This design comes from an exercise in tuning for small area, a short achievable clock period and few clock cycles per item on the open sky130 flow, not from production work.
At most, simulation tests tie the RTL to the original design; equivalence was not proved.
Power is estimated from default activity; no workload was simulated.

==> flow/design.v <==
module non_restoring_div #(parameter N = 16) (
    input  logic clk, rst_n, start,
    input  logic [N-1:0] dividend, divisor,
    output logic [N-1:0] quotient, remainder,
    output logic ready
);
    localparam W = $clog2(N);
    function automatic logic [3:0] lead16(input logic [15:0] x);
        logic [3:0] v;
        logic [1:0] e [4];
        for (int k = 0; k < 4; k++) begin
            v[k] = |x[4*k +: 4];
            e[k] = x[4*k+3] ? 2'd3 : x[4*k+2] ? 2'd2 : x[4*k+1] ? 2'd1 : 2'd0;
        end
        lead16[3] = v[3] | v[2];
        lead16[2] = v[3] | (!v[2] & v[1]);
        lead16[1:0] = v[3] ? e[3] : v[2] ? e[2] : v[1] ? e[1] : e[0];
    endfunction
    function automatic logic [N:0] sub(input logic [N-1:0] x, y, input int M);
        logic [N-1:0] g, p;
        g = ~x & y;
        p = ~(x ^ y);
        for (int l = 0; (2 << l) <= M; l++)
            for (int i = 0; i < M; i++)
                if ((i + 1) % (2 << l) == 0) begin
                    g[i] = g[i] | (p[i] & g[i - (1 << l)]);
                    p[i] = p[i] & p[i - (1 << l)];
                end
        for (int l = $clog2(M) - 2; l >= 0; l--)
            for (int i = 0; i < M; i++)
                if ((i + 1) % (2 << l) == (1 << l) && i >= (2 << l)) begin
                    g[i] = g[i] | (p[i] & g[i - (1 << l)]);
                    p[i] = p[i] & p[i - (1 << l)];
                end
        sub = '0;
        sub[M] = g[M-1];
        sub[N-1:0] = x ^ y ^ {g[N-2:0], 1'b0};
    endfunction
    logic [N-1:0] r, d, q;
    logic [W-1:0] cnt;
    logic         busy, align;
    logic [N:0]   s;
    logic         below, accept, last;
    logic [W-1:0] amt;
    logic [N-1:0] rot;
    logic [N:0]   diff;
    assign s      = sub({{(N-W){1'b0}}, lead16(dividend)},
                        {{(N-W){1'b0}}, lead16(divisor)}, W);
    assign below  = s[W];
    assign accept = start && !busy && divisor != '0;
    assign last   = !align && cnt == '1;
    assign amt    = align ? cnt : '1;
    logic [N-1:0] rot1, rot2, rot4;
    assign rot1 = amt[0] ? {d[N-2:0],    d[N-1]}      : d;
    assign rot2 = amt[1] ? {rot1[N-3:0], rot1[N-1-:2]} : rot1;
    assign rot4 = amt[2] ? {rot2[N-5:0], rot2[N-1-:4]} : rot2;
    assign rot  = amt[3] ? {rot4[N-9:0], rot4[N-1-:8]} : rot4;
    assign diff   = sub(r, d, N);
    always_ff @(posedge clk or negedge rst_n) begin
        if (!rst_n) begin
            busy  <= 1'b0;
            ready <= 1'b0;
        end else if (accept) begin
            busy  <= !below;
            ready <= below;
        end else begin
            busy  <= busy && !last;
            ready <= busy && last;
        end
    end
    always_ff @(posedge clk) begin
        align <= !busy;
        if (!busy) begin
            r   <= dividend;
            d   <= divisor;
            q   <= '0;
            cnt <= s[W-1:0];
        end else begin
            if (!align && !diff[N]) r <= diff[N-1:0];
            d   <= rot;
            q   <= {q[N-2:0], !align && !diff[N]};
            cnt <= cnt - 1'b1;
        end
    end
    assign quotient  = q;
    assign remainder = r;
endmodule
clock: 5.0 ns
lec_check: 0
abc_area: 1
cap_margin: 20
core_margin: 2
core_utilization: 40
place_density: 0.75
setup_slack_margin: 2.6
slew_margin: 20
standard.sh (not shown) runs the stock make flow with config.mk's settings and CLKGATE_MAP_FILE= SYNTH_SCRIPT=/design/flow/synth_recipe.tcl, a recipe that flattens the netlist after the stock synthesis.
==> flow/flow/run.sh <==
#!/bin/bash
set -euo pipefail
export BUFFER_PORTS_ARGS="-buffer_cell sky130_fd_sc_hd__buf_1"
bash standard.sh ADDER_MAP_FILE= finish > flow.log 2>&1
The starting point produced a clean layout.
Testbench counts at the start, summed over its fixed seeds: cycles 14,556, items 3,200.
Edit:
--- a/flow/design.v
+++ b/flow/design.v
@@ -45,13 +45,15 @@
     logic [N-1:0] rot;
     logic [N:0]   diff;
     assign s      = sub({{(N-W){1'b0}}, lead16(dividend)},
                         {{(N-W){1'b0}}, lead16(divisor)}, W);
     assign below  = s[W];
     assign accept = start && !busy && divisor != '0;
-    assign last   = !align && cnt == '1;
+    logic step;
+    assign step   = !align || cnt == '0;
+    assign last   = align ? cnt == '0 : cnt == '1;
     assign amt    = align ? cnt : '1;
     logic [N-1:0] rot1, rot2, rot4;
     assign rot1 = amt[0] ? {d[N-2:0],    d[N-1]}      : d;
     assign rot2 = amt[1] ? {rot1[N-3:0], rot1[N-1-:2]} : rot1;
     assign rot4 = amt[2] ? {rot2[N-5:0], rot2[N-1-:4]} : rot2;
     assign rot  = amt[3] ? {rot4[N-9:0], rot4[N-1-:8]} : rot4;
@@ -73,15 +75,15 @@
         if (!busy) begin
             r   <= dividend;
             d   <= divisor;
             q   <= '0;
             cnt <= s[W-1:0];
         end else begin
-            if (!align && !diff[N]) r <= diff[N-1:0];
+            if (step && !diff[N]) r <= diff[N-1:0];
             d   <= rot;
-            q   <= {q[N-2:0], !align && !diff[N]};
+            q   <= {q[N-2:0], step && !diff[N]};
             cnt <= cnt - 1'b1;
         end
     end
     assign quotient  = q;
     assign remainder = r;
 endmodule
Effect: Combinational power climbs by a few percent; non-clock buffer count does not change; count of clock-buffer cells in the layout is unchanged; via count came out higher by a few percent; core utilization increases by 0.11 points; global-route usage rose by 0.12 points.
For the second run of this note, only the layout was checked, not whether the RTL still works.

static timing again, ports no longer ideal:
Ports are ideal in the flow. The routed layouts listed here were re-timed in OpenROAD.
Step 1 (the two cells are an assumption about what drives the block):
set clk [get_ports {clk}]
set_driving_cell -lib_cell sky130_fd_sc_hd__clkbuf_16 $clk
set_driving_cell -lib_cell sky130_fd_sc_hd__buf_2 [delete_from_list [all_inputs] $clk]
Step 2 times the ports against the registers' clock, not the clock port: input delays grow and output delays shrink by t, the midpoint of the rising clock arrivals with the driver on.
Slacks: ideal / step 1 / step 2; pairs: ideal / step 1.
run | t, ns | setup WS [ns] | hold slack, ns
the first run | 0.348 | 2.787 / 2.795 / 2.447 | 0.429 / 0.429 / 0.429
the second run | 0.354 | 2.755 / 2.755 / 2.443 | 0.435 / 0.435 / 0.435
After both steps every run listed still meets setup and hold. For the first run, which loses most, drivers alone change the setup slack by +0.008 ns; drivers and shift together by -0.340 ns.
